Source: an optimization exercise on an open RTL-to-GDS flow (aim: small area, a short achievable clock period and few clock cycles per item). Production flows keep margins and buffers that such runs may drop.
In this exercise RTL edits were held to simulation tests only and were not proved equivalent to the original.

// tanh
module tanh (
    input  clk,
    input  rst,
    input  [13:0] i_x,
    input  i_valid,
    output o_ready,
    output [13:0] o_fx,
    output o_valid,
    input  i_ready
);
Size in the first run: ~3000 cells after synthesis, roughly 34 I/O pins, roughly 40000 sq um of cells after synthesis.
Settings: LEC_CHECK=0, CAP_MARGIN=20, CORE_MARGIN=2, CORE_UTILIZATION=40, SETUP_SLACK_MARGIN=4.5, SLEW_MARGIN=20, SYNTH_HIERARCHICAL=1, SYNTH_MINIMUM_KEEP_SIZE=0; clock period 8.0 ns.
run.sh (not shown) runs the stock make flow with config.mk's settings and CLKGATE_MAP_FILE= SYNTH_SCRIPT=/design/flow/synth_recipe.tcl, a recipe that flattens the netlist after the stock synthesis.
Testbench counts at the start, summed over its fixed seeds: cycles 16,112, items 16,000.
Change:
--- a/flow/config.mk
+++ b/flow/config.mk
@@ -9,5 +9,7 @@
 export CORE_MARGIN = 2
 export CORE_UTILIZATION = 40
-export SETUP_SLACK_MARGIN = 4.5
+export CTS_CLUSTER_DIAMETER = 150
+export CTS_CLUSTER_SIZE = 30
+export SETUP_SLACK_MARGIN = 4.7
 export SLEW_MARGIN = 20
 export SYNTH_HIERARCHICAL = 1
After rerunning: The new run went through all stages and came out clean; non-clock buffer count rose by 105; synthesized area is unchanged; worst hold slack gets better by 8.1 ps.
Change:
--- a/flow/config.mk
+++ b/flow/config.mk
@@ -9,6 +9,6 @@
 export CORE_MARGIN = 2
 export CORE_UTILIZATION = 40
-export CTS_CLUSTER_DIAMETER = 150
-export CTS_CLUSTER_SIZE = 30
+export CTS_CLUSTER_DIAMETER = 120
+export CTS_CLUSTER_SIZE = 22
 export SETUP_SLACK_MARGIN = 4.7
 export SLEW_MARGIN = 20
Outcome: The changed run finished clean. Routed wire length rose slightly. Setup slack improved by 73 ps. Die area does not change. Count of clock-buffer cells in the layout goes up by 10. Final area grows slightly. Flip-flop and latch count stays the same.
Change:
--- a/flow/config.mk
+++ b/flow/config.mk
@@ -11,5 +11,5 @@
 export CTS_CLUSTER_DIAMETER = 120
 export CTS_CLUSTER_SIZE = 22
-export SETUP_SLACK_MARGIN = 4.7
+export SETUP_SLACK_MARGIN = 4.8
 export SLEW_MARGIN = 20
 export SYNTH_HIERARCHICAL = 1
After rerunning: The changed run completed without violations. Via count went up by 2.6%. Cell count came out higher by 1.9%. Sequential share of layout area goes down by 0.75 points. Utilization climbs by 0.80 points. Worst hold slack is about the same. Clock skew shrinks by 4.2 ps.
Change:
--- a/flow/config.mk
+++ b/flow/config.mk
@@ -7,9 +7,9 @@
 export LEC_CHECK = 0
 export CAP_MARGIN = 20
+export CELL_PAD_IN_SITES_DETAIL_PLACEMENT = 0
+export CELL_PAD_IN_SITES_GLOBAL_PLACEMENT = 0
 export CORE_MARGIN = 2
 export CORE_UTILIZATION = 40
-export CTS_CLUSTER_DIAMETER = 120
-export CTS_CLUSTER_SIZE = 22
-export SETUP_SLACK_MARGIN = 4.8
+export SETUP_SLACK_MARGIN = 4.7
 export SLEW_MARGIN = 20
 export SYNTH_HIERARCHICAL = 1
The changed run produced a clean layout.
Clock-buffer cell count increases by 36.
Utilization increases by 0.46 points.
Non-clock buffer count decreases by 74.
Cell area increases slightly.
First-iteration DRC count decreases by a few percent.

build 72:
Starting RTL as in the previous note.
make LEC_CHECK=0 CAP_MARGIN=20 CORE_MARGIN=2 CORE_UTILIZATION=40 CTS_CLUSTER_DIAMETER=100 CTS_CLUSTER_SIZE=26 SETUP_SLACK_MARGIN=4.7 SLEW_MARGIN=20 SYNTH_HIERARCHICAL=1 SYNTH_MINIMUM_KEEP_SIZE=0 finish   # period 8.0 ns
Testbench counts of build 72, summed over its fixed seeds: cycles 16,112, items 16,000.
For build 84, these inputs were changed with respect to build 72:
Settings: removing CTS_CLUSTER_SIZE (formerly 26); changing SETUP_SLACK_MARGIN from 4.7 to 5; removing CTS_CLUSTER_DIAMETER (formerly 100).
--- outcome ---
[build 84] detailed route wirelength on metal3 rose 59% relative to build 72. Instance count on the critical path (higher): build 72. Looking at share of final-layout standard cells stronger than drive strength 1, build 84 sits 13 points above build 72. Cell type of the slowest stage on the worst timing path = sky130_fd_sc_hd__fa_2: build 84; cell type of the slowest stage on the worst timing path = sky130_fd_sc_hd__edfxtp_1: build 72.

-- what the ideal ports hide --
In the flow no input, the clock included, has a driving cell. The finished layouts below were timed again as built, in two steps.
Step 1 sets driving cells, clkbuf_16 on the clock port and buf_2 on the other inputs (assumed; they add their load-dependent delay and slew).
Step 2, shift: input delay + t, output delay - t, t = (earliest + latest rising clock arrival at the registers) / 2. This alone moves slack from input paths to output paths.
Slacks: ideal ports / drivers / drivers and shift; pairs: ideal ports / drivers.
| run | t (ns) | setup WS [ns] | pins driven straight from the clock port |
|---|---|---|---|
| the first run of note 1 | 0.673 | 4.665 / 4.604 / 4.223 | 1 |
| the second run of note 1 | 0.667 | 4.753 / 4.753 / 4.257 | 1 |
| the third run of note 1 | 0.647 | 4.825 / 4.811 / 4.251 | 1 |
| the fourth run of note 1 | 0.639 | 4.846 / 4.802 / 4.512 | 1 |
| the fifth run of note 1 | 0.671 | 4.803 / 4.782 / 4.262 | 1 |
| build 72 | 0.683 | 4.802 / 4.761 / 4.259 | 1 |
| build 84 | 0.681 | 4.892 / 4.892 / 4.467 | 1 |
After both steps setup and hold are still met in every run listed. The setup slack of the third run of note 1, which loses most, moves by -0.014 ns with the drivers and by -0.574 ns with both steps.
